Source: an optimization exercise on an open RTL-to-GDS flow (aim: small area). Production flows keep margins and buffers that such runs may drop. The RTL was checked by simulation tests, not by an equivalence proof against the original design. Power and IR drop assume default switching activity.

===== design/flow/flow/run.sh =====
#!/bin/bash
# The standard layout, with three changes to how the layout is made:
#  - synthesis maps the combinational logic with an area-oriented ABC script
#    (flow/area.abc); registers are mapped as in the standard flow's own synthesis;
#  - the port buffers are the smallest buffer cell;
#  - CTS uses no dummy load cells.
set -euo pipefail
W=$PWD
export AREA_ABC_SCRIPT=$W/flow/area.abc
export FLOW_SYNTH_TCL=$W/synth_recipe.tcl
export BUFFER_PORTS_ARGS="-buffer_cell sky130_fd_sc_hd__buf_1"
export CTS_ARGS="-sink_clustering_enable -repair_clock_nets -dont_use_dummy_load"
sed -e "s#SYNTH_SCRIPT=[^ ]*#SYNTH_SCRIPT=$W/flow/synth_area.tcl ADDER_MAP_FILE=#" standard.sh > area_standard.sh
bash area_standard.sh > standard_flow.log 2>&1

===== design/flow/flow/area.abc =====
strash
&get -n
&deepsyn -T 30
&put
dch
amap
topo

===== design/flow/flow/synth_area.tcl =====
# The standard flow's synthesis (synth_recipe.tcl) with an area-oriented ABC script for the
# combinational logic; the registers are mapped exactly as synth_recipe.tcl maps them.
proc abc {args} {
  set i [lsearch -exact $args -script]
  if { $i >= 0 } {
    set args [lreplace $args $i [expr {$i + 1}] -script $::env(AREA_ABC_SCRIPT)]
  }
  yosys abc {*}$args
}
source $::env(FLOW_SYNTH_TCL)

===== design/flow/standard.sh =====
#!/bin/bash
# synth_recipe.tcl (not shown) runs the flow's synth.tcl, then flattens the netlist and writes it again
# the make line also repeats each setting of config.mk as NAME=value (left out here)
make -C /OpenROAD-flow-scripts/flow DESIGN_CONFIG=/design/flow/config.mk WORK_HOME=/design/flow/orfs CLKGATE_MAP_FILE= SYNTH_SCRIPT=/design/flow/synth_recipe.tcl "${@:-finish}"

===== design/flow/config.mk =====
export PLATFORM = sky130hd
export DESIGN_NAME = I2C_Sistema
export DESIGN_NICKNAME = I2C_Sistema
export VERILOG_FILES = /design/flow/design.v
export SDC_FILE = /design/flow/constraint.sdc
export NUM_CORES = 4
export LEC_CHECK = 0
export CAP_MARGIN = 20
export CORE_MARGIN = 2
export CORE_UTILIZATION = 70
export PLACE_DENSITY = 0.8
export SLEW_MARGIN = 20

===== design/flow/constraint.sdc =====
create_clock -name core_clock -period 5.0 [get_ports {Clk}]
set_input_delay 1.0000 -clock core_clock [delete_from_list [all_inputs] [get_ports {Clk}]]
set_output_delay 1.0000 -clock core_clock [all_outputs]
set_load 0.01 [all_outputs]

===== design/flow/design.v =====
module I2C_Sistema(input         Clk, Reset,
                   input         START_STB, RNW,
                   input  [6:0]  I2C_ADDR_Gen,
                   input  [15:0] WR_DATA_Gen,
                   input  [6:0]  I2C_ADDR_Rec,
                   input  [15:0] RD_DATA_Rec,
                   output reg [15:0] RD_DATA_Gen,
                   output reg [15:0] WR_DATA_Rec,
                   output        SCL,
                   output reg    SDA_OUT, SDA_OE, SDA_IN);
    localparam [2:0] G_IDLE = 3'd0, G_INI = 3'd1, G_ANL = 3'd2, G_LEC = 3'd3,
                     G_ANE  = 3'd4, G_ESC = 3'd5, G_PAR = 3'd6;
    localparam [2:0] R_IDLE = 3'd0, R_INI = 3'd1, R_ANL = 3'd2, R_LEC = 3'd3,
                     R_ANE  = 3'd4, R_ESC = 3'd5, R_PAR = 3'd6;
    reg [2:0] gst, rst;
    reg [1:0] c;           
    reg [4:0] gb, rb;      
    assign SCL = c[1];
    wire pos = c[1] & ~c[0];     
    wire neg = ~c[1] & ~c[0];    
    wire [7:0] addr_v = {I2C_ADDR_Gen, RNW};
    always @(posedge Clk, negedge Reset)
        if (~Reset) begin
            gst <= G_IDLE; c <= 2'b11; SDA_OUT <= 1'b1; SDA_OE <= 1'b1;
            gb <= 5'd0; RD_DATA_Gen <= 16'd0;
        end else begin
            c <= (gst == G_IDLE) ? 2'b11 : c + 2'd1;
            case (gst)
                G_IDLE: if (START_STB) begin SDA_OUT <= 1'b0; gst <= G_INI; end
                G_INI: if (neg) begin
                    SDA_OUT <= gb[3] | addr_v[~gb[2:0]];
                    if (gb[3]) begin
                        SDA_OE <= 1'b0; gb <= 5'd0;
                        gst <= RNW ? G_ANL : G_ANE;
                    end else
                        gb <= gb + 5'd1;
                end
                G_ANL: begin
                    if (pos) gst <= (gb[4] | (~gb[3] & SDA_IN)) ? G_PAR : G_LEC;
                    if (neg) begin SDA_OUT <= gb[4]; SDA_OE <= 1'b1; end
                end
                G_LEC: begin
                    if (neg) begin SDA_OUT <= 1'b1; SDA_OE <= 1'b0; end
                    if (pos) begin
                        if (gb[2:0] == 3'd7) gst <= G_ANL;
                        gb <= gb + 5'd1;
                        RD_DATA_Gen <= {RD_DATA_Gen[14:0], SDA_IN};
                    end
                end
                G_ANE: begin
                    if (pos) gst <= SDA_IN ? G_PAR : G_ESC;
                    if (neg) SDA_OE <= 1'b0;
                end
                G_ESC: begin
                    if (pos & (gb[2:0] == 3'd0) & (gb[3] ^ gb[4])) gst <= G_ANE;
                    if (neg) begin
                        SDA_OE <= 1'b1; gb <= gb + 5'd1;
                        SDA_OUT <= WR_DATA_Gen[~gb[3:0]];
                    end
                end
                default: begin  
                    if (neg) begin SDA_OUT <= 1'b0; SDA_OE <= 1'b1; end
                    if (pos) begin gb <= 5'd0; SDA_OUT <= 1'b1; gst <= G_IDLE; end
                end
            endcase
        end
    wire gen_idle = (gst == G_IDLE);
    wire rec_esc_end = (gst == G_ESC) ? (gb[2:0] == 3'd0) : (gb[2:0] == 3'd7);
    always @(posedge Clk, negedge Reset)
        if (~Reset) begin
            rst <= R_IDLE; rb <= 5'd0; SDA_IN <= 1'b1; WR_DATA_Rec <= 16'd0;
        end else begin
            case (rst)
                R_IDLE: begin
                    rb <= 5'd0;
                    if (~gen_idle) rst <= R_INI;
                end
                R_INI: if (pos) begin
                    if (gb[3]) rst <= SDA_OUT ? R_ANL : R_ANE;
                    else if (I2C_ADDR_Rec[~gb[2:0]] != SDA_OUT) rst <= R_PAR;
                end
                R_ANL: if (neg) begin
                    if (~(rb[0] | rb[4])) SDA_IN <= 1'b0;
                    rst <= ((rb[0] | rb[4]) & SDA_OUT) ? R_PAR : R_LEC;
                end
                R_LEC: if (neg) begin
                    rb <= rb + 5'd1;
                    SDA_IN <= RD_DATA_Rec[~rb[3:0]];
                    if (rb == 5'd8 || rb == 5'd15) rst <= R_ANL;
                end
                R_ANE: begin
                    if (pos) rst <= gb[4] ? R_PAR : R_ESC;
                    if (neg) SDA_IN <= gb[4];
                end
                R_ESC: begin
                    if (neg) SDA_IN <= 1'b1;
                    if (pos) begin
                        if (rec_esc_end) rst <= R_ANE;
                        WR_DATA_Rec <= {WR_DATA_Rec[14:0], SDA_OUT};
                    end
                end
                default: begin  
                    if (neg) SDA_IN <= 1'b1;
                    if (gen_idle) rst <= R_IDLE;
                end
            endcase
        end
endmodule

==> results of run 1 <==
==> path summary, 6_finish.rpt <==
| check | from | end | depth (start not counted) |
|---|---|---|---|
| setup reg to reg | c[0]$_DFF_PN1_ | rst[1]$_DFFE_PN0P_ | 13 |
| min in group asynchronous | Reset | RD_DATA_Gen[12]$_DFFE_PN0P_ | 2 |
| hold / removal | c[0]$_DFF_PN1_ | c[0]$_DFF_PN1_ | 1 |
| max in group asynchronous | Reset | gb[0]$_DFFE_PN0P_ | 2 |
| hold reg to reg | c[0]$_DFF_PN1_ | c[0]$_DFF_PN1_ | 1 |
| setup / recovery | c[0]$_DFF_PN1_ | rst[1]$_DFFE_PN0P_ | 13 |
==> final cells by class <==
class	instances	area share, %
Sequential cell	53	43.2
Multi-Input combinational cell	185	33.9
Timing Repair Buffer	86	10.6
Inverter	66	8.04
Clock buffer	5	2.23
Tap cell	48	1.95
==> state kept, by name, summed over array words and instances, names as in the netlist, 2 cells and up <==
register and flops:
c 2, gb 5, rb 5, rst 3, gst 3, WR_DATA_Rec 16, RD_DATA_Gen 16
==> report_power, final <==
part           internal [W]  leakage, nW  switching (W)  total, W
clock             0.0000904       0.0359       0.000119  0.000210
sequential         0.000543        0.700       0.000107  0.000650
combinational      0.000237        0.480       0.000443  0.000680
==> synthesized netlist by cell type (all sizes together), types with 2 or more instances <==
| cell type | count | share of area (%) |
|---|---|---|
| clkinv | 66 | 9.4 |
| dfrtp | 48 | 46 |
| nor2 | 36 | 5.1 |
| o22ai | 32 | 7.6 |
| nand2 | 24 | 3.4 |
| o21ai | 17 | 3.2 |
| a21oi | 13 | 2.5 |
| and3 | 6 | 1.4 |
| nand3 | 6 | 1.1 |
| a31oi | 5 | 1.2 |
| dfstp | 5 | 5.0 |
| nor3 | 5 | 0.95 |
| a32oi | 4 | 1.3 |
| a2111oi | 3 | 1.0 |
| a211oi | 3 | 0.86 |
| a311oi | 3 | 1.0 |
| o211ai | 3 | 0.86 |
| o221ai | 3 | 1.0 |
| or2 | 3 | 0.71 |
| a221oi | 2 | 0.67 |
| a222oi | 2 | 0.76 |
| a22oi | 2 | 0.57 |
| a32o | 2 | 0.76 |
| o32a | 2 | 0.76 |
| o32ai | 2 | 0.67 |
| o41ai | 2 | 0.67 |
==> per-stage QoR <==
stage | power [W] | utilization, % | cell area (um^2) | setup WS [ns]
final | 0.00154 | 84.8 | 3080 | 2.38
after global routing | 0.00166 | 84.8 | 3080 | 2.09
after CTS | 0.00153 | 84.8 | 3080 | 2.45
after detailed placement | 0.00132 | 83.0 | 3010 | 2.38
after global placement | 0.00129 | 83.0 | 3010 | 2.47
after floorplan | 0.00112 | - | 2630 | 2.67
==> cells in the final DEF, fill, tap and decap left out, types with 4 or more instances in the layout <==
master / synthesis / layout
buf_1: 0 / 84
clkinv_1: 66 / 66
dfrtp_1: 48 / 48
nor2_1: 36 / 36
o22ai_1: 32 / 32
nand2_1: 24 / 24
o21ai_0: 17 / 17
a21oi_1: 13 / 13
nand3_1: 6 / 6
and3_1: 6 / 6
dfstp_2: 5 / 5
nor3_1: 5 / 5
a31oi_1: 5 / 5
clkbuf_8: 0 / 5
a32oi_1: 4 / 4
==> routing by layer <==
metal / routed length, um / GRT usage (%) / up-vias
met5: 0 / 0 / -
met4: 95 / 9.11 / 0
met3: 569 / 7.53 / 16
met2: 3070 / 53.8 / 128
met1: 2540 / 42.9 / 1210
li1: - / - / 1282
==> worst reg2reg max path, cell delays in order (launching register included) <==
cell and delay [ns]:
dfstp_2 0.38, nor2_1 0.22, clkinv_1 0.17, nor2_1 0.18, nand3_1 0.17, nor2_1 0.19
nand2_1 0.09, clkinv_1 0.07, nand2_1 0.08, o21ai_0 0.12, a311oi_1 0.13, a41oi_1 0.38
nand2_1 0.10, a32o_1 0.23
==> cells by family (layout without fill, tap and decap cells) <==
kind of cell | count (synthesis) | in the layout
compound gates | 104 | 104
simple gates | 81 | 81
buf+inv | 66 | 157
flops | 53 | 53
==> reports/qor.yml, run 1 <==
status: "timing/DRC/antenna clean"
slowest_delay_ns: 0.38
dieArea_um2: 4260
synth_top_family_by_area: "compound AO/OA/AOI/OAI gates"
vias: 2636
wire_per_inst_um: 14.2
setup_tns_ns: 0
avgSynthCellArea_um2: 8.64
fillers: 223
hold_viol_final: 0
clock.fmax_ghz: 0.382
tightest_slew_ns: 0.634
htreeDepth: 2
crit_buf_inv: 2
rsz0062_at_grt: "false"
maxCapViolCount: 0
fin_worst_skew_ns: 0.0218
syn_area_um2: 2630
drc: 0
p_per_area_nw_per_um2: 499
wl_um: 6280
start_util_pct: 72.3
synth-compound-area-share_pct: 26.8
p_leak_nw: 1.22
yosys_warnings: 1
place_congestion: 0.938
holdBufCountCts: 0
grt_antenna_before_repair: 0
ff_latch_area_um2: 1330
ant_nets: 0
grt_overflow: 0
synth-seq-cells: 53
grt_max_degree: 54
critical_path.slowest_cell: "dfstp_2"
drtIter0Drc: 227
synthMuxAreaShare_pct: 0
whs_ns: 0.468
viasPerCell: 5.95
root_buffer: "clkbuf_8"
synthCells: 304
yosysSeqAreaShare_pct: 50.7
antennaDiodeCount: 0
die_w_um: 65.3
finalCriticalPeriod_ns: 2.62
finalCritPeriodShare_pct: 52.4
cts.sinks: 53
final_nets: 447
synth_edf_count: 0
cp-start-kind: "flip-flop"
relSlewSlack_pct: 57.7
required_ns: 5.18
ys_types: 31
cp_cell_sequence: "nor2_1 -> clkinv_1 -> nor2_1 -> nand3_1 -> nor2_1 -> nand2_1 -> clkinv_1 -> nand2_1 -> o21ai_0 -> a311oi_1 -> a41oi_1 -> nand2_1 -> a32o_1"
synthAdderAreaFrac_pct: 0
cts-resized-gates: 0
drtPass1Iterations: 5
cts_made_buffers: 5
clk_pin_slew_ns: 0.07
multi_input_area_um2: 1050
die_h_um: 65.3
dp.cells: 438
syn_nets: 354
num_rows: 22
vdd_drop_max_mv: 0.345
dpl.hpwl_um: 4690
io_buffers: 85
hold_class: "flip-flop to flip-flop"
path_delay_family: "simple AND/OR/NAND/NOR gates"
synth_ff_type: "dfrtp_1"
grt_pass1_vias: 2429
setup_viol: 0
synthArstFlopShare_pct: 100
clockBufferDepth: 2
synth_xor_area_share_pct: 0
r2r_setup_slack_ns: 2.38
design.portCount: 86
core_um2: 3630
cp_max_fo: 5
fin_cells: 443
path_class: "flip-flop to flip-flop"
synthToLayoutAreaGrowth_pct: 17.4
drive_gt1_share_pct: 3.04
cts_setup_buffers: 0
track_usage_pct: 32.3
cp.arrival_ns: 2.80
synth-simple-area-share_pct: 13.1
cts_tree: "done"
grt_pass1_wl_um: 10700
clock_latency_ns: 0.31
critPathCaptureType: "flip-flop"
drv_slew: 0
==> run 2: changes to the inputs <==
--- a/design/flow/config.mk
+++ b/design/flow/config.mk
@@ -7,6 +7,5 @@
 export LEC_CHECK = 0
 export CAP_MARGIN = 20
 export CORE_MARGIN = 2
-export CORE_UTILIZATION = 70
-export PLACE_DENSITY = 0.8
+export CORE_UTILIZATION = 40
 export SLEW_MARGIN = 20
==> run 2 against run 1 <==
Effect of this change: still clean; sequential cell count unchanged; area after synthesis unchanged; clock power grew 6%; sequential share of layout area down 0.50 points; maximum frequency is 1.7% lower; wire length is 1.8% higher; setup slack worse by 0.046 ns; worst hold slack got worse by 0.0047 ns; design area increased by 1.2%; critical path depth did not move.
==> reports/qor.yml, run 2 <==
viasPerCell: 5.43
power_w: 0.00154
drv_slew: 0
switching_share_pct: 43.4
drtPass1Iterations: 4
p_leak_nw: 1.22
io_buffers: 85
start_util_pct: 41.4
cts-resized-gates: 0
fin_cells: 472
design.portCount: 86
drtIter0Drc: 141
synth_top_cell_area_share_pct: 45.7
ant_nets: 0
cp-start-kind: "flip-flop"
setup_viol: 0
core_um2: 6350
antennaDiodeCount: 0
whs_ns: 0.463
relSlewSlack_pct: 56.3
ys_types: 31
dieArea_um2: 7230
synthToLayoutAreaGrowth_pct: 18.8
finalCritPeriodShare_pct: 53.3
htreeDepth: 2
syn_area_um2: 2630
grt_pass1_vias: 2328
cts_made_buffers: 5
grt_max_degree: 54
synth_top_cell_by_area: "dfrtp_1"
finalCriticalPeriod_ns: 2.67
track_usage_pct: 17.7
power_frac_comb_pct: 43.5
avgSynthCellArea_um2: 8.64
fin_worst_skew_ns: 0.0198
syn_nets: 354
design_area_um2: 3120
cts_tree: "done"
drc: 0
status: "timing/DRC/antenna clean"
die_h_um: 85.0
clk_pin_slew_ns: 0.10
hold_viol_final: 0
wire_per_inst_um: 13.5
num_rows: 29
maxCapViolCount: 0
drive_gt1_share_pct: 3.04
vdd_drop_max_mv: 0.203
synth_edf_count: 0
holdBufCountCts: 0
rsz0062_at_grt: "false"
cts_setup_buffers: 0
path_class: "flip-flop to flip-flop"
yosys-top-cells-count: "clkinv_1 (66), dfrtp_1 (48), nor2_1 (36)"
hold_class: "flip-flop to flip-flop"
final_nets: 447
ys_top_cells_by_area: "dfrtp_1 (46%), clkinv_1 (9.4%), o22ai_1 (7.6%)"
required_ns: 5.18
mostFrequentLayoutCells: "buf_1 (84), clkinv_1 (66), dfrtp_1 (48)"
yosysSeqAreaShare_pct: 50.7
tightest_slew_ns: 0.655
dpl.hpwl_um: 4800
grt_pass1_wl_um: 10500
p_int_w: 0.000870
clockBufferDepth: 2
wl_um: 6390
clock_latency_ns: 0.31
pwr-share-seq_pct: 42.1
dpl_cell_area_um2: 3050
synth_ff_type: "dfrtp_1"
final_common_cell: "buf_1"
die_w_um: 85.0
clkPwrFrac_pct: 14.4
vias: 2561
yosysMostFrequentCell: "clkinv_1"
synthArstFlopShare_pct: 100
dp.cells: 467
cp.arrival_ns: 2.85
power.switching_w: 0.000668
synth-seq-cells: 53
synthCells: 304
p_per_area_nw_per_um2: 493
grt_overflow: 0
critPathCaptureType: "flip-flop"
root_buffer: "clkbuf_8"
clock.fmax_ghz: 0.375
yosys_warnings: 1
cts.sinks: 53
grt_antenna_before_repair: 0
reg_top3: "RD_DATA_Gen (16), WR_DATA_Rec (16)"
fillers: 633
cp_max_fo: 5
place_congestion: 0.897
setup_tns_ns: 0
run 2: cell counts in the layout (fill, tap and decap cells not counted):
No cell type changed its count.
run 2: worst max-delay path: stages, from the launching register on:
cell	delay [ns]
dfstp_2	0.40
nor2_1	0.23
clkinv_1	0.18
nor2_1	0.17
nand3_1	0.17
nor2_1	0.18
nand2_1	0.09
clkinv_1	0.07
nand2_1	0.08
o21ai_0	0.14
a311oi_1	0.14
a41oi_1	0.38
nand2_1	0.09
a32o_1	0.22
run 2: final cells by class:
class / instances / area [um^2] / area share [%]
well taps: 77 / 96.3 / 3.09
repair buffers: 86 / 328 / 10.5
flip-flops and latches: 53 / 1330 / 42.7
multi-input cells: 185 / 1050 / 33.5
clock buffers: 5 / 68.8 / 2.21
inverters: 66 / 248 / 7.94
run 2: per-layer routing:
layer,part of all wire (%),global-route usage (%),up-vias
met2,46,28.9,84
met1,47,24.0,1183
met3,6.1,3.79,9
met4,1.1,4.76,0
li1,-,-,1285
met5,0,0,-
run 2: path summary, 6_finish.rpt:
check | endpoint | slack [ns] | cells past startpoint | from
worst min register to register | c[0]$_DFF_PN1_ | 0.46 | 1 | c[0]$_DFF_PN1_
worst max-delay path | rst[1]$_DFFE_PN0P_ | 2.33 | 13 | c[1]$_DFF_PN1_
max in group asynchronous | gb[1]$_DFFE_PN0P_ | 3.74 | 2 | Reset
worst max register to register | rst[1]$_DFFE_PN0P_ | 2.33 | 13 | c[1]$_DFF_PN1_
worst min-delay path | c[0]$_DFF_PN1_ | 0.46 | 1 | c[0]$_DFF_PN1_
min in group asynchronous | rb[1]$_DFFE_PN0P_ | 0.81 | 2 | Reset
run 2: cell families (layout without fill, tap and decap cells):
kind of cell | count (synthesis) | count (layout) | share of synthesized area, %
AOI/OAI and AO/OA | 104 | 104 | 26.8
buffers and inverters | 66 | 157 | 9.43
DFF | 53 | 53 | 50.7
and+or+nand+nor | 81 | 81 | 13.1
run 2: power by group through the flow:
stage               sequential (W)  clock, W  combinational [W]
finish                    0.000647  0.000222           0.000669
CTS                       0.000647  0.000231           0.000671
detailed placement        0.000653         0           0.000668
global placement          0.000653         0           0.000662
floorplan                 0.000652         0           0.000464
global route              0.000663  0.000244           0.000753
run 2: stage by stage:
step | util (%) | setup WS, ns
after floorplan | - | 2.67
after global placement | 48.0 | 2.45
after detailed placement | 48.0 | 2.38
after CTS | 49.1 | 2.35
after global routing | 49.1 | 2.05
final | 49.1 | 2.33
==> run 3: changes to the inputs <==
==> design/flow/flow/run.sh (replaced) <==
#!/bin/bash
# The standard layout, with three changes to how the layout is made:
#  - synthesis maps the combinational logic with an area-oriented ABC script,
#    keeping the smallest of several tries (flow/synth_area.tcl); registers are
#    mapped as in the standard flow's own synthesis;
#  - the port buffers are the smallest buffer cell;
#  - CTS uses no dummy load cells.
set -euo pipefail
W=$PWD
export AREA_WORK=$W
export AREA_MUX_MAP=$W/flow/a22o_map.v
export AREA_SEEDS="1 2 3 4 5 6"
export AREA_DEEPSYN_T=8
export FLOW_SYNTH_TCL=$W/synth_recipe.tcl
export BUFFER_PORTS_ARGS="-buffer_cell sky130_fd_sc_hd__buf_1"
export CTS_ARGS="-sink_clustering_enable -repair_clock_nets -dont_use_dummy_load"
sed -e "s#SYNTH_SCRIPT=[^ ]*#SYNTH_SCRIPT=$W/flow/synth_area.tcl ADDER_MAP_FILE=#" standard.sh > area_standard.sh
bash area_standard.sh > standard_flow.log 2>&1
==> design/flow/flow/a22o_map.v (new file) <==
// Hold/shift multiplexer of a data shift-register bit as one AND-OR cell.
module \$_MUX_ (A, B, S, Y);
  input A, B, S;
  output Y;
  wire sn;
  \$_NOT_ inv (.A(S), .Y(sn));
  sky130_fd_sc_hd__a22o_1 g (.A1(B), .A2(S), .B1(A), .B2(sn), .X(Y));
endmodule
==> design/flow/flow/synth_area.tcl (replaced) <==
# The standard flow's synthesis (synth_recipe.tcl) with an area-oriented ABC mapping of the
# combinational logic. The registers are mapped exactly as synth_recipe.tcl maps
# them. ABC's deepsyn is randomised, so the mapping is tried with several seeds,
# with and without the data shift registers' multiplexers pre-mapped to AND-OR
# cells, and the smallest result is kept.
proc abc {args} {
  set i [lsearch -exact $args -script]
  set base [lreplace $args $i [expr {$i + 1}]]
  set lib [lindex $base [expr {[lsearch -exact $base -liberty] + 1}]]
  set wd $::env(AREA_WORK)
  yosys design -save pre_abc
  set best 1e18
  foreach pre {0 1} {
    foreach seed $::env(AREA_SEEDS) {
      yosys design -load pre_abc
      if { $pre } {
        yosys select -set m w:RD_DATA_Gen w:WR_DATA_Rec %u %ci1:+\[Q\] t:sky130_fd_sc_hd__dfrtp_1 %i %ci1:+\[D\] %ci1:+\[Y\] t:\$_MUX_ %i
        yosys techmap -map $::env(AREA_MUX_MAP) @m
        yosys opt_merge
      }
      set f [open $wd/area_$pre\_$seed.abc w]
      puts $f "strash\n&get -n\n&deepsyn -T $::env(AREA_DEEPSYN_T) -S $seed\n&put\ndch\namap\ntopo"
      close $f
      yosys abc {*}$base -script $wd/area_$pre\_$seed.abc
      set s [tee -q -s result.string stat -liberty $lib]
      regexp {Chip area for module [^:]*:\s*([0-9.]+)} $s -> a
      puts "AREA_TRY pre=$pre seed=$seed area=$a"
      if { $a < $best } {
        set best $a
        yosys design -save best_abc
      }
    }
  }
  yosys design -load best_abc
  puts "AREA_BEST $best"
}
source $::env(FLOW_SYNTH_TCL)
removed: design/flow/flow/area.abc
==> run 3 against run 2 <==
Effect of this change: sequential power fell by 8.3%; worst hold slack barely moved; cell count fell by 5.5%; area after synthesis fell by 2.0%; setup slack got worse by 0.17 ns; global-route usage rose by 0.36 points; largest power group is now registers; power fell by 15%; clock skew rose by 0.0098 ns; wire length fell by 1.5%; clock power fell by 3%; maximum frequency fell by 5.8%.
==> reports/qor.yml, run 3 <==
status: "timing/DRC/antenna clean"
cts_setup_buffers: 0
synth-simple-area-share_pct: 16.1
mostFrequentLayoutCells: "buf_1 (84), nor2_1 (50), dfrtp_1 (48)"
synth_top_cell_area_share_pct: 46.7
grt_pass1_wl_um: 10500
power.switching_w: 0.000532
r2r_setup_slack_ns: 2.17
synth-seq-cells: 53
rsz0062_at_grt: "false"
yosysMostFrequentCell: "nor2_1"
yosys_warnings: 1
die_h_um: 84.2
finalCriticalPeriod_ns: 2.83
dp_worst_setup_slack_ns: 2.19
power_frac_comb_pct: 38.3
yosysSeqAreaShare_pct: 51.8
slowest_delay_ns: 0.57
clkPwrFrac_pct: 16.4
synthCells: 278
cts_tree: "done"
p_per_area_nw_per_um2: 427
clockBufferDepth: 2
syn_nets: 328
grt_pass1_vias: 2204
required_ns: 5.15
viasPerCell: 5.53
grt_antenna_before_repair: 0
design.portCount: 86
clock_latency_ns: 0.31
synth_top_cell_by_area: "dfrtp_1"
die_w_um: 84.2
synth_edf_count: 0
cts_made_buffers: 5
final_common_cell: "buf_1"
wl_um: 6290
cts.sinks: 53
avgSynthCellArea_um2: 9.25
relSlewSlack_pct: 31.5
yosys-top-cells-count: "nor2_1 (50), dfrtp_1 (48), a22o_1 (32)"
fin_worst_skew_ns: 0.0296
design_area_um2: 3070
track_usage_pct: 18.1
path_class: "flip-flop to flip-flop"
antennaDiodeCount: 0
drv_slew: 0
drtIter0Drc: 107
clock.fmax_ghz: 0.353
htreeDepth: 2
setup_slack_ns: 2.17
grt_max_degree: 54
cp.arrival_ns: 2.98
synthAdderAreaFrac_pct: 0
drtPass1Iterations: 4
ant_nets: 0
clk_pin_slew_ns: 0.08
syn_area_um2: 2570
root_buffer: "clkbuf_8"
pwr-share-seq_pct: 45.2
dpl.hpwl_um: 4660
whs_ns: 0.463
crit_buf_inv: 3
num_rows: 29
cts-resized-gates: 0
drive_gt1_share_pct: 3.52
synthArstFlopShare_pct: 100
setup_viol: 0
p_int_w: 0.000778
wire_per_inst_um: 14.1
io_buffers: 85
ys_types: 32
cp-start-kind: "flip-flop"
maxCapViolCount: 0
synthMuxAreaShare_pct: 0
p_leak_nw: 1.28
cp_max_fo: 17
core_um2: 6280
hold_class: "flip-flop to flip-flop"
grt_overflow: 0
critical_path.slowest_cell: "clkinv_1"
reg_top3: "RD_DATA_Gen (16), WR_DATA_Rec (16)"
dieArea_um2: 7090
synth-compound-area-share_pct: 27.6
tightest_slew_ns: 1.02
path_delay_family: "buffers and inverters"
finalCritPeriodShare_pct: 56.6
synth_top_family_by_area: "compound AO/OA/AOI/OAI gates"
final_nets: 421
vias: 2465
switching_share_pct: 40.6
holdBufCountCts: 0
synth_ff_type: "dfrtp_1"
setup_tns_ns: 0
synth_xor_area_share_pct: 0
cp_cell_sequence: "clkinv_1 -> nand2_1 -> clkinv_1 -> nand2_1 -> nor2_1 -> nand2_1 -> clkinv_1 -> a221oi_1 -> o31ai_1"
hold_viol_final: 0
place_congestion: 0.881
vdd_drop_max_mv: 0.221
fillers: 605
ys_top_cells_by_area: "dfrtp_1 (47%), a22o_1 (11%), nor2_1 (7.3%)"
critPathCaptureType: "flip-flop"
drc: 0
synthToLayoutAreaGrowth_pct: 19.4
start_util_pct: 41.0
dpl_cell_area_um2: 3000
==> run 3: cell count changes after synthesis, moves of 6 or more <==
cell | previous run | this run
a22o_1 | 0 | 32
and3_1 | 6 | 0
clkinv_1 | 66 | 31
nor2_1 | 36 | 50
o22ai_1 | 32 | 9
==> run 3: metal layers <==
layer / vias up / global-route usage [%] / share of wire (%)
met5: - / 0 / 0
met2: 95 / 27.6 / 44
met4: 0 / 5.28 / 0.87
li1: 1217 / - / -
met1: 1149 / 26.4 / 49
met3: 4 / 3.34 / 6.1
==> run 3: cell families (layout without fill, tap and decap cells) <==
| kind of cell | after synthesis | after routing |
|---|---|---|
| buffers and inverters | 31 | 122 |
| AO/OA/AOI/OAI | 96 | 96 |
| AND/OR/NAND/NOR | 98 | 98 |
| flip-flops | 53 | 53 |
==> run 3: cell type report <==
cell class	instances	area [um^2]	area share, %
sequential	53	1330	43.4
clock buffer	5	68.8	2.24
tap	77	96.3	3.14
inverter	31	116	3.79
multi-input combinational	194	1130	36.8
timing repair buffer	86	328	10.7
==> run 3: final timing paths <==
kind                                      from                    endpoint  depth (start not counted)
worst min register to register  c[0]$_DFF_PN1_              c[0]$_DFF_PN1_                          1
min in group asynchronous                Reset  RD_DATA_Gen[1]$_DFFE_PN0P_                          2
worst max register to register  c[0]$_DFF_PN1_          gst[0]$_DFFE_PN0P_                          9
worst min-delay path            c[0]$_DFF_PN1_              c[0]$_DFF_PN1_                          1
max in group asynchronous                Reset           gb[3]$_DFFE_PN0P_                          2
worst max-delay path            c[0]$_DFF_PN1_          gst[0]$_DFFE_PN0P_                          9
==> run 3: power groups by stage <==
stage / combinational, W / sequential, W / clock [W]
after global placement: 0.000496 / 0.000599 / 0
after floorplan: 0.000350 / 0.000592 / 0
after CTS: 0.000501 / 0.000591 / 0.000224
final: 0.000502 / 0.000593 / 0.000216
after detailed placement: 0.000498 / 0.000600 / 0
after global routing: 0.000573 / 0.000605 / 0.000244
==> run 3: stage by stage <==
step | total power, W | utilization [%] | instances
6_report | 0.00131 | 48.9 | 446
5_1_grt | 0.00142 | 48.9 | 446
4_1_cts | 0.00132 | 48.9 | 446
3_5_place_dp | 0.00110 | 47.8 | 441
3_3_place_gp | 0.00109 | 47.8 | 441
2_1_floorplan | 0.000942 | - | 278
==> run 4: changes to the inputs <==
--- a/design/flow/design.v
+++ b/design/flow/design.v
@@ -9,9 +9,8 @@
                    output        SCL,
                    output reg    SDA_OUT, SDA_OE, SDA_IN);
     localparam [2:0] G_IDLE = 3'd0, G_INI = 3'd1, G_ANL = 3'd2, G_LEC = 3'd3,
-                     G_ANE  = 3'd4, G_ESC = 3'd5, G_PAR = 3'd6;
-    localparam [2:0] R_IDLE = 3'd0, R_INI = 3'd1, R_ANL = 3'd2, R_LEC = 3'd3,
-                     R_ANE  = 3'd4, R_ESC = 3'd5, R_PAR = 3'd6;
+                     G_ANE  = 3'd4, G_ESC = 3'd7, G_PAR = 3'd5;
+    localparam [2:0] R_ADR = 3'd0, R_ANL = 3'd1, R_LEC = 3'd3, R_WR = 3'd2, R_PAR = 3'd4;
     reg [2:0] gst, rst;
     reg [1:0] c;           
     reg [4:0] gb, rb;      
@@ -65,19 +64,18 @@
             endcase
         end
     wire gen_idle = (gst == G_IDLE);
-    wire rec_esc_end = (gst == G_ESC) ? (gb[2:0] == 3'd0) : (gb[2:0] == 3'd7);
+    wire gen_wr   = (gst == G_ESC) | (gst == G_LEC);    
     always @(posedge Clk, negedge Reset)
         if (~Reset) begin
-            rst <= R_IDLE; rb <= 5'd0; SDA_IN <= 1'b1; WR_DATA_Rec <= 16'd0;
+            rst <= R_ADR; rb <= 5'd0; SDA_IN <= 1'b1; WR_DATA_Rec <= 16'd0;
         end else begin
             case (rst)
-                R_IDLE: begin
+                R_ADR: begin
                     rb <= 5'd0;
-                    if (~gen_idle) rst <= R_INI;
-                end
-                R_INI: if (pos) begin
-                    if (gb[3]) rst <= SDA_OUT ? R_ANL : R_ANE;
-                    else if (I2C_ADDR_Rec[~gb[2:0]] != SDA_OUT) rst <= R_PAR;
+                    if (pos) begin
+                        if (gb[3]) rst <= SDA_OUT ? R_ANL : R_WR;
+                        else if (I2C_ADDR_Rec[~gb[2:0]] != SDA_OUT) rst <= R_PAR;
+                    end
                 end
                 R_ANL: if (neg) begin
                     if (~(rb[0] | rb[4])) SDA_IN <= 1'b0;
@@ -88,20 +86,16 @@
                     SDA_IN <= RD_DATA_Rec[~rb[3:0]];
                     if (rb == 5'd8 || rb == 5'd15) rst <= R_ANL;
                 end
-                R_ANE: begin
-                    if (pos) rst <= gb[4] ? R_PAR : R_ESC;
-                    if (neg) SDA_IN <= gb[4];
-                end
-                R_ESC: begin
-                    if (neg) SDA_IN <= 1'b1;
+                R_WR: begin
+                    if (neg) SDA_IN <= gen_wr | gb[4];
                     if (pos) begin
-                        if (rec_esc_end) rst <= R_ANE;
-                        WR_DATA_Rec <= {WR_DATA_Rec[14:0], SDA_OUT};
+                        if (~gen_wr & gb[4]) rst <= R_PAR;
+                        if (gen_wr) WR_DATA_Rec <= {WR_DATA_Rec[14:0], SDA_OUT};
                     end
                 end
                 default: begin  
                     if (neg) SDA_IN <= 1'b1;
-                    if (gen_idle) rst <= R_IDLE;
+                    if (gen_idle) rst <= R_ADR;
                 end
             endcase
         end
--- a/design/flow/flow/run.sh
+++ b/design/flow/flow/run.sh
@@ -9,7 +9,7 @@
 W=$PWD
 export AREA_WORK=$W
 export AREA_MUX_MAP=$W/flow/a22o_map.v
-export AREA_SEEDS="1 2 3 4 5 6"
+export AREA_SEEDS="1 2 3 4 5 6 7 8 9 10 11 12"
 export AREA_DEEPSYN_T=8
 export FLOW_SYNTH_TCL=$W/synth_recipe.tcl
 export BUFFER_PORTS_ARGS="-buffer_cell sky130_fd_sc_hd__buf_1"
--- a/design/flow/flow/synth_area.tcl
+++ b/design/flow/flow/synth_area.tcl
@@ -1,7 +1,7 @@
 # The standard flow's synthesis (synth_recipe.tcl) with an area-oriented ABC mapping of the
 # combinational logic. The registers are mapped exactly as synth_recipe.tcl maps
 # them. ABC's deepsyn is randomised, so the mapping is tried with several seeds,
-# with and without the data shift registers' multiplexers pre-mapped to AND-OR
+# with the data shift registers' multiplexers pre-mapped to AND-OR
 # cells, and the smallest result is kept.
 proc abc {args} {
   set i [lsearch -exact $args -script]
@@ -10,7 +10,7 @@
   set wd $::env(AREA_WORK)
   yosys design -save pre_abc
   set best 1e18
-  foreach pre {0 1} {
+  foreach pre {1} {
     foreach seed $::env(AREA_SEEDS) {
       yosys design -load pre_abc
       if { $pre } {
==> run 4 against run 3 <==
Effect of this change: combinational power increased by 26%; non-clock buffer count stayed put; register-to-register slack worse by 0.07 ns; sequential cell count did not move; setup slack got worse by 0.074 ns; maximum frequency down 2.6%; sequential power is 8.4% higher; wire length decreased by 1.3%; clock skew shrank 0.0065 ns; largest cell class unchanged.
==> reports/qor.yml, run 4 <==
status: "timing/DRC/antenna clean"
setup_viol: 0
finalCriticalPeriod_ns: 2.91
viasPerCell: 5.66
grt_antenna_before_repair: 0
drtIter0Drc: 87
vias: 2382
reg2reg_to: "gst[1]$_DFFE_PN0P_"
grt_pass1_wl_um: 10600
avgSynthCellArea_um2: 9.88
holdBufCountCts: 0
ys_top_cells_by_area: "dfrtp_1 (48%), a22o_1 (11%), nor2_1 (5.4%)"
drive_gt1_share_pct: 3.47
cp.arrival_ns: 3.07
power.switching_w: 0.000632
path_delay_family: "simple AND/OR/NAND/NOR gates"
final_nets: 398
drtPass1Iterations: 4
fin_worst_skew_ns: 0.0232
ant_nets: 0
dp_worst_setup_slack_ns: 2.15
required_ns: 5.16
cts.sinks: 53
synth_top_cell_area_share_pct: 47.7
r2r_setup_slack_ns: 2.09
yosys-top-cells-count: "dfrtp_1 (48), nor2_1 (36), a22o_1 (33)"
synthToLayoutAreaGrowth_pct: 19.5
wire_per_inst_um: 14.7
ys_types: 33
p_leak_nw: 1.23
drv_slew: 0
critical_path.slowest_cell: "nor3_1"
critPathCaptureType: "flip-flop"
die_w_um: 83.4
hold_viol_final: 0
dpl_cell_area_um2: 2940
dpl.hpwl_um: 4510
p_per_area_nw_per_um2: 496
pwr-share-seq_pct: 43.1
yosysSeqAreaShare_pct: 52.9
vdd_drop_max_mv: 0.277
synthArstFlopShare_pct: 100
rr_worst_depth: 11
holdPathEnd: "SDA_OE$_DFFE_PN1P_"
yosys_warnings: 1
synth-seq-cells: 53
track_usage_pct: 18.1
rsz0062_at_grt: "false"
p_int_w: 0.000861
start_util_pct: 42.1
hold_depth: 2
crit_buf_inv: 2
io_buffers: 85
clkPwrFrac_pct: 14.6
cts_made_buffers: 5
power_frac_comb_pct: 42.3
yosysMostFrequentCell: "dfrtp_1"
synth_ff_type: "dfrtp_1"
maxCapViolCount: 0
place_congestion: 0.813
design_area_um2: 3010
cp-start-kind: "flip-flop"
num_rows: 28
path_class: "flip-flop to flip-flop"
relSlewSlack_pct: 49.1
cts_tree: "done"
clockBufferDepth: 2
synth_edf_count: 0
syn_area_um2: 2520
synth_top_cell_by_area: "dfrtp_1"
dieArea_um2: 6950
tightest_slew_ns: 0.758
clk_pin_slew_ns: 0.09
slowest_delay_ns: 0.71
final_common_cell: "buf_1"
finalCritPeriodShare_pct: 58.1
synthCells: 255
switching_share_pct: 42.3
clock.fmax_ghz: 0.344
design.portCount: 86
cts-resized-gates: 0
root_buffer: "clkbuf_8"
hp-start: "SDA_OE$_DFFE_PN1P_"
cts_setup_buffers: 0
core_um2: 5990
grt_max_degree: 54
wl_um: 6210
hold_class: "flip-flop to flip-flop"
drc: 0
rr_startpoint: "gst[1]$_DFFE_PN0P_"
setup_tns_ns: 0
clock_latency_ns: 0.31
cp_cell_sequence: "clkinv_1 -> nor2_1 -> o22ai_1 -> clkinv_1 -> o221ai_1 -> nor3_1 -> a31oi_1 -> nand2b_1 -> o22ai_1 -> a21oi_1 -> o31ai_1"
grt_pass1_vias: 2262
antennaDiodeCount: 0
grt_overflow: 0
htreeDepth: 2
whs_ns: 0.500
reg_top3: "RD_DATA_Gen (16), WR_DATA_Rec (16)"
syn_nets: 305
setup_slack_ns: 2.09
cp_max_fo: 7
die_h_um: 83.4
mostFrequentLayoutCells: "buf_1 (84), dfrtp_1 (48), nor2_1 (36)"
==> run 4: changes by cell type after synthesis, moves of 3 or more <==
cell	delta
nor2_1	-14
a22oi_1	+3
a222oi_1	+5
o21ai_0	-5
nand2_1	-10
o32ai_1	+3
==> run 4: per-stage QoR <==
step	power (W)	util [%]	instances
finish	0.00149	50.3	421
global route	0.00162	50.3	421
CTS	0.00150	50.3	421
detailed placement	0.00127	49.1	416
global placement	0.00127	49.1	416
floorplan	0.00108	-	255
==> run 4: layout make-up <==
| cell class | count | area (um^2) |
|---|---|---|
| inverter | 30 | 113 |
| tap | 75 | 93.8 |
| clock buffer | 5 | 68.8 |
| sequential | 53 | 1330 |
| multi-input combinational | 172 | 1070 |
| timing repair buffer | 86 | 328 |
| fill | 581 | 2980 |
==> run 4: kinds of logic after synthesis <==
group                  after synthesis  share of synthesized area, %
buffers and inverters               30                          4.47
AOI/OAI and AO/OA                  100                          30.4
DFF                                 53                          52.9
and+or+nand+nor                     72                          12.2
==> run 4: tightest hold or removal path, stage by stage (launching register included) <==
cell and delay, ns:
dfstp_2 0.39, clkinv_1 0.04, o32ai_1 0.07
==> run 4: worst max-delay path by stage <==
| stage | from | endpoint | slack (ns) | cells past startpoint |
|---|---|---|---|---|
| global placement | I2C_ADDR_Rec[3] | rst[2]$_DFFE_PN0P_ | 2.24 | 9 |
| global route | gst[1]$_DFFE_PN0P_ | gst[1]$_DFFE_PN0P_ | 1.74 | 11 |
| detailed placement | gst[1]$_DFFE_PN0P_ | gst[1]$_DFFE_PN0P_ | 2.15 | 11 |
| floorplan | I2C_ADDR_Rec[3] | rst[2]$_DFFE_PN0P_ | 2.47 | 8 |
| CTS | gst[1]$_DFFE_PN0P_ | gst[1]$_DFFE_PN0P_ | 2.12 | 11 |
| finish | gst[1]$_DFFE_PN0P_ | gst[1]$_DFFE_PN0P_ | 2.09 | 11 |
==> run 4: per-layer routing <==
metal  wire length (um)  global-route usage, %
met5                  0                      0
met4                 62                   4.02
met3                346                   3.18
met2               2780                   28.0
met1               3020                   26.6
==> run 4: power groups by stage <==
stage / sequential, W / combinational, W / clock, W
floorplan: 0.000634 / 0.000450 / 0
CTS: 0.000642 / 0.000631 / 0.000230
global placement: 0.000648 / 0.000623 / 0
global route: 0.000657 / 0.000714 / 0.000246
detailed placement: 0.000649 / 0.000626 / 0
finish: 0.000643 / 0.000631 / 0.000218
==> run 5: changes to the inputs <==
--- a/design/flow/flow/run.sh
+++ b/design/flow/flow/run.sh
@@ -9,7 +9,7 @@
 W=$PWD
 export AREA_WORK=$W
 export AREA_MUX_MAP=$W/flow/a22o_map.v
-export AREA_SEEDS="1 2 3 4 5 6 7 8 9 10 11 12"
+export AREA_SEEDS="1 2 3 4 5 6 7 8 9 10 11 12 13 14 15 16"
 export AREA_DEEPSYN_T=8
 export FLOW_SYNTH_TCL=$W/synth_recipe.tcl
 export BUFFER_PORTS_ARGS="-buffer_cell sky130_fd_sc_hd__buf_1"
--- a/design/flow/flow/synth_area.tcl
+++ b/design/flow/flow/synth_area.tcl
@@ -19,7 +19,7 @@
         yosys opt_merge
       }
       set f [open $wd/area_$pre\_$seed.abc w]
-      puts $f "strash\n&get -n\n&deepsyn -T $::env(AREA_DEEPSYN_T) -S $seed\n&put\ndch\namap\ntopo"
+      puts $f "strash\n&get -n\n&deepsyn -T $::env(AREA_DEEPSYN_T) -S $seed\n&put\ndch\namap\nstrash\ndch\namap\ntopo"
       close $f
       yosys abc {*}$base -script $wd/area_$pre\_$seed.abc
       set s [tee -q -s result.string stat -liberty $lib]
==> run 5 against run 4 <==
Effect of this change: die area is 0.29% lower; synthesized cell count is 0.39% lower; clock skew decreased by 0.0027 ns; sequential cell count unchanged; critical path type unchanged.
==> reports/qor.yml, run 5 <==
clock_latency_ns: 0.31
cp.arrival_ns: 3.19
cp_cell_sequence: "clkinv_1 -> nor2_1 -> o22ai_1 -> nand2_1 -> o2111ai_1 -> nor3_1 -> o21bai_1 -> or2_0 -> o22ai_1 -> clkinv_1 -> nand3_1 -> o211ai_1"
rsz0062_at_grt: "false"
htreeDepth: 2
clk_pin_slew_ns: 0.07
yosysMostFrequentCell: "dfrtp_1"
synth_top_cell_area_share_pct: 47.8
cts_tree: "done"
path_class: "flip-flop to flip-flop"
crit_cells: 12
cts.sinks: 53
grt_overflow: 0
dpl.hpwl_um: 4410
ant_nets: 0
ys_top_cells_by_area: "dfrtp_1 (48%), a22o_1 (12%), nor2_1 (5.5%)"
cts_made_buffers: 5
ys_types: 29
clock.fmax_ghz: 0.336
cp_max_fo: 7
dp.cells: 415
finalCritPeriodShare_pct: 59.5
avgSynthCellArea_um2: 9.89
viasPerCell: 5.76
wire_per_inst_um: 14.2
crit_buf_inv: 2
status: "timing/DRC/antenna clean"
io_buffers: 85
p_leak_nw: 1.24
final_common_cell: "buf_1"
dieArea_um2: 6930
fin_cells: 420
r2r_setup_slack_ns: 2.02
syn_area_um2: 2510
critPathCaptureType: "flip-flop"
drtIter0Drc: 117
fin_util_pct: 50.2
cts_setup_buffers: 0
required_ns: 5.21
hold_class: "flip-flop to flip-flop"
grt_pass1_vias: 2225
reg_top3: "RD_DATA_Gen (16), WR_DATA_Rec (16)"
yosys_warnings: 1
mostFrequentLayoutCells: "buf_1 (84), dfrtp_1 (48), nor2_1 (37)"
cp-start-kind: "flip-flop"
relSlewSlack_pct: 33.3
synth-seq-cells: 53
clockBufferDepth: 2
grt_antenna_before_repair: 0
track_usage_pct: 17.5
final_nets: 397
yosysSeqAreaShare_pct: 53.0
p_per_area_nw_per_um2: 492
hold_viol_final: 0
grt_max_degree: 54
tightest_slew_ns: 0.995
drive_gt1_share_pct: 3.77
critPathLaunch: "gst[0]$_DFFE_PN0P_"
yosys-top-cells-count: "dfrtp_1 (48), nor2_1 (37), a22o_1 (33)"
setup_viol: 0
num_rows: 28
synth_top_cell_by_area: "dfrtp_1"
wl_um: 5950
critical_path.slowest_cell: "nor3_1"
core_um2: 5990
synth_ff_type: "dfrtp_1"
cts-resized-gates: 0
rr_worst_depth: 12
synthArstFlopShare_pct: 100
drc: 0
cp-endpoint: "gst[1]$_DFFE_PN0P_"
maxCapViolCount: 0
drv_slew: 0
synthToLayoutAreaGrowth_pct: 19.7
start_util_pct: 41.9
drtPass1Iterations: 4
syn_nets: 304
holdBufCountCts: 0
vdd_drop_max_mv: 0.267
die_w_um: 83.3
path_delay_family: "simple AND/OR/NAND/NOR gates"
design.portCount: 86
die_h_um: 83.3
rr_startpoint: "gst[0]$_DFFE_PN0P_"
setup_tns_ns: 0
finalCriticalPeriod_ns: 2.98
fin_worst_skew_ns: 0.0205
slowest_delay_ns: 0.68
grt_pass1_wl_um: 10200
vias: 2419
synth_edf_count: 0
synthCells: 254
place_congestion: 0.863
antennaDiodeCount: 0
reg2reg_to: "gst[1]$_DFFE_PN0P_"
root_buffer: "clkbuf_8"
## run 5: cell count changes after synthesis, moves of 2 or more
cell,before,now
a22oi_1,3,0
a21oi_1,9,7
nand2_1,16,18
a32oi_1,2,5
o21ai_0,13,11
and3_1,2,4
a222oi_1,8,10
o21a_1,4,0
o22ai_1,9,12
## run 5: kinds of logic (layout without fill, tap and decap cells)
logic type             count (synthesis)  after routing  share of synthesized area (%)
AO/OA/AOI/OAI                         97             97                           30.1
buffers and inverters                 30            121                           4.48
AND/OR/NAND/NOR                       74             74                           12.4
flip-flops                            53             53                           53.0
## run 5: layout make-up
| type | count | area [um^2] |
|---|---|---|
| Clock buffer | 5 | 68.8 |
| Fill cell | 561 | 2980 |
| Inverter | 30 | 113 |
| Multi-Input combinational cell | 171 | 1070 |
| Sequential cell | 53 | 1330 |
| Tap cell | 75 | 93.8 |
| Timing Repair Buffer | 86 | 328 |
## run 5: stage by stage
stage	setup slack, ns	power, W	instance area, um^2	hold slack, ns
3_3_place_gp	2.04	0.00127	2940	0.469
6_report	2.02	0.00148	3010	0.487
5_1_grt	1.69	0.00160	3010	0.513
3_5_place_dp	2.02	0.00127	2940	0.474
4_1_cts	2.03	0.00149	3010	0.495
2_1_floorplan	2.08	0.00108	2510	0.450
## run 5: worst min-delay path by stage
stage / cells after the start / to / slack (ns) / start
after floorplan: 1 / c[0]$_DFF_PN1_ / 0.45 / c[0]$_DFF_PN1_
after global placement: 1 / c[0]$_DFF_PN1_ / 0.47 / c[0]$_DFF_PN1_
after detailed placement: 1 / c[0]$_DFF_PN1_ / 0.47 / c[0]$_DFF_PN1_
after CTS: 2 / SDA_OE$_DFFE_PN1P_ / 0.50 / SDA_OE$_DFFE_PN1P_
after global routing: 2 / SDA_OE$_DFFE_PN1P_ / 0.51 / SDA_OE$_DFFE_PN1P_
final: 2 / SDA_OE$_DFFE_PN1P_ / 0.49 / SDA_OE$_DFFE_PN1P_
## run 5: routing by layer
layer / vias up / wire length (um) / global-route usage (%)
met2: 97 / 2680 / 25.5
met5: - / 0 / 0
met4: 0 / 78 / 5.37
met3: 8 / 370 / 3.68
met1: 1154 / 2820 / 26.1
li1: 1160 / - / -
## run 5: worst register-to-register path, cell delays in order, from the launching register on
cell       delay, ns
dfrtp_1         0.41
clkinv_1        0.17
nor2_1          0.39
o22ai_1         0.18
nand2_1         0.10
o2111ai_1       0.24
nor3_1          0.68
o21bai_1        0.22
or2_0           0.15
o22ai_1         0.09
clkinv_1        0.11
nand3_1         0.07
o211ai_1        0.08
## run 5: power breakdown
group	leakage, nW	internal, W	switching (W)
clock network	0.0359	0.0000906	0.000125
logic	0.502	0.000233	0.000386
registers	0.698	0.000529	0.000115
total	1.24	0.000853	0.000626

## afterwards: timing with drivers on the ports
The flow's constraints put no driver on any port. The routed layouts listed below were extracted and timed again, unchanged, in two steps.
Step 1 sets driving cells, clkbuf_16 on the clock port and buf_2 on the other inputs (assumed; they add their load-dependent delay and slew).
Step 2 also shifts input and output timing later by t, the mid clock arrival at the registers, as if the neighbouring blocks saw the same clock.
Slacks: ideal ports / drivers / drivers and shift; pairs: ideal ports / drivers.
run | t (ns) | setup WS [ns] | worst setup path at the end
run 1 | 0.325 | 2.380 / 2.380 / 2.350 | input to register
run 2 | 0.325 | 2.334 / 2.334 / 2.334 | register to register
run 3 | 0.321 | 2.168 / 2.168 / 2.168 | register to register
run 4 | 0.322 | 2.094 / 2.094 / 2.094 | register to register
run 5 | 0.324 | 2.024 / 2.024 / 2.024 | register to register
After both steps setup and hold are still met in every run listed. The setup slack of run 1, which loses most, moves by 0.000 ns with the drivers and by -0.030 ns with both steps.
